This is an optimization exercise on Yosys and OpenROAD, whose aim is small area, not a production implementation.
The RTL was checked by simulation tests, not by an equivalence proof against the original design.
No activity file was given, so power comes from the tool's default toggle rates.

v6:
## UART_TOP_own
module UART_TOP_own (
    input               clk,
    input               rstn,
    input       [3:0]   paddr_i,
    input       [31:0]  pwdata_i,
    input               psel_i,
    input               penable_i,
    input               pwrite_i,
    input               rx_in,
    output reg          tx_out,
    output reg          uart_int_o,
    output reg  [31:0]  prdata_o
);
Size: ~1,800 cells after synthesis, roughly 600 flip-flops, ~76 I/O pins, about 0.023 mm^2 of cells after synthesis.
clock: 8.0 ns
lec_check: 0
cap_margin: 20
core_margin: 2
core_utilization: 65
slew_margin: 20
standard.sh (not shown) runs the stock make flow with config.mk's settings and CLKGATE_MAP_FILE= SYNTH_SCRIPT=/design/flow/synth_recipe.tcl, a recipe that flattens the netlist after the stock synthesis.
==> flow/flow/run.sh <==
#!/bin/bash
# Layout flow: the standard flow (standard.sh, with its synthesis unchanged)
# with these changes:
#  - after the floorplan, OpenROAD's restructure re-maps the combinational
#    logic for area (registers are not touched), using a copy of the liberty
#    file without the platform's don't-use cells;
#  - 1x buffers on the ports;
#  - an area-oriented clock tree (larger sink clusters, no dummy loads).
# Each tool's output goes to a log of its own in this folder; ORFS writes each
# step's own log under orfs/logs.
set -euo pipefail
HERE=$(pwd)
FLOWDIR=$(cd "$(dirname "$0")" && pwd)
export BUFFER_PORTS_ARGS="-buffer_cell sky130_fd_sc_hd__buf_1"
export CTS_ARGS="-sink_clustering_enable -repair_clock_nets -sink_clustering_size 28 -sink_clustering_max_diameter 120 -dont_use_dummy_load"

bash standard.sh floorplan > flow_floorplan.log 2>&1

python3 "$FLOWDIR/libfilter.py" "$FLOW_HOME/platforms/sky130hd/lib/sky130_fd_sc_hd__tt_025C_1v80.lib" \
  "$HERE/restructure.lib" 'sky130_fd_sc_hd__lpflow_*' 'sky130_fd_sc_hd__probe*' > libfilter.log 2>&1
mkdir -p "$HERE/restructure"
RES="$HERE/orfs/results/sky130hd/UART_TOP_own/base" LIB="$HERE/restructure.lib" WD="$HERE/restructure" \
  openroad -no_init -exit "$FLOWDIR/restructure.tcl" > restructure.log 2>&1

bash standard.sh finish > flow_finish.log 2>&1
Other scripts of this flow, unchanged in this note and not shown: flow/flow/libfilter.py, flow/flow/restructure.tcl
v6 has completed all stages; timing, DRC and antenna checks passed.
Input changes introduced in v7 (baseline for comparison: v6):
--- a/flow/design.v
+++ b/flow/design.v
@@ -166,32 +166,33 @@
 integer i;
 always @(posedge clk) begin
     for (i = 0; i < 8; i = i + 1) begin
         tq1[i] <= tq0[i];
         tq0[i] <= (tx_inj && tx_slot[3:1] == i) ? r_tx[7:0] : tq1[i];
     end
-    if (tx_re) txh <= txh + 4'd1;
     if (rx_re) rx_dout <= rx_q;
     for (i = 1; i < 16; i = i + 1) rxr[i] <= rxr[i-1];
     rxr[0] <= (rx_inj && !rx_ipos[3]) ? rx_din : rxr[15];
     rxr[8] <= (rx_inj &&  rx_ipos[3]) ? rx_din : rxr[7];
-    rph <= rph + 4'd1;
-    if (rx_re) rxh <= rxh + 4'd1;
 end
 always @(posedge clk or negedge rstn) begin
     if (!rstn) begin
         tx_op <= OP_NONE; rx_op <= OP_NONE;
         tx_fcnt <= 5'd0; rx_fcnt <= 5'd0;
         tx_dout <= 8'd0; rx_pv <= 1'b0; rx_pend <= 1'b0; tx_pushed <= 1'b0;
+        rph <= 4'd0; txh <= 4'd0; rxh <= 4'd0;
     end else begin
         tx_fcnt <= tx_cnt;
         rx_fcnt <= rx_cnt;
         tx_op <= tx_frst ? OP_CLR : (tx_we & ~tx_re) ? OP_INC : (tx_re & ~tx_we) ? OP_DEC : OP_NONE;
         rx_op <= rx_frst ? OP_CLR : (rx_we & ~rx_re) ? OP_INC : (rx_re & ~rx_we) ? OP_DEC : OP_NONE;
         if (tx_re) tx_dout <= tx_q;
         tx_pushed <= tx_we;
+        rph <= rph + 4'd1;
+        if (tx_re) txh <= txh + 4'd1;
+        if (rx_re) rxh <= rxh + 4'd1;
         if (rx_re) rx_pv <= 1'b1;
         if (rx_we) rx_pend <= 1'b1;
         else if (rx_inj || rx_frst || (rx_re && rx_byp)) rx_pend <= 1'b0;
     end
 end
 reg  [13:0] cnt_rx, cnt_tx;
==> summary.txt <==
Against v6 as the reference, v7 delivers a lower critical path depth. Per the comparison of v7 with v6, average instance area after synthesis has decreased, placement-stage cell area has increased, minimum setup slack in the final design has decreased. Against v6, v7 reports a via count that is higher. Compared to v6, the router laid down more metal wire for v7. Half-perimeter wire length after detailed placement: v7 vs v6 up 2.0%. Compared with v6, v7 instantiates a larger number of cells. Any difference in first-pass GRT wire length between v7 and v6 is small enough to ignore. The arrival time at the worst endpoint number comes out higher for v7 vs v6. In the metrics for v7 and v6, the one carrying the higher portion of the clock cycle consumed by the worst path in the final layout is v7. On design area, the higher figure sits with v7, not v6. v7 vs v6: total power consumption of the routed design down in v7.

what the ideal ports hide:
How much do the figures lean on ideal ports? The routed layouts below were timed once more, with nothing changed but the port constraints. Step 1 assumes that a clkbuf_16 drives the clock port and a buf_2 every other input. Step 2 also shifts input and output timing later by t, the mid clock arrival at the registers, as if the neighbouring blocks saw the same clock. Slacks: no drivers / after step 1 / after step 2; pairs: no drivers / after step 1.
| run | t, ns | setup slack, ns | hold WS [ns] | worst data-port slew with drivers (ns) |
|---|---|---|---|---|
| v6 | 0.611 | 1.603 / 1.544 / 1.544 | 0.299 / 0.299 / 0.299 | 0.08 |
| v7 | 0.615 | 1.162 / 1.110 / 1.110 | 0.290 / 0.290 / 0.290 | 0.06 |
After both steps setup and hold are still met in every run listed. For v6, which loses most, drivers alone change the setup slack by -0.059 ns; drivers and shift together by -0.059 ns.
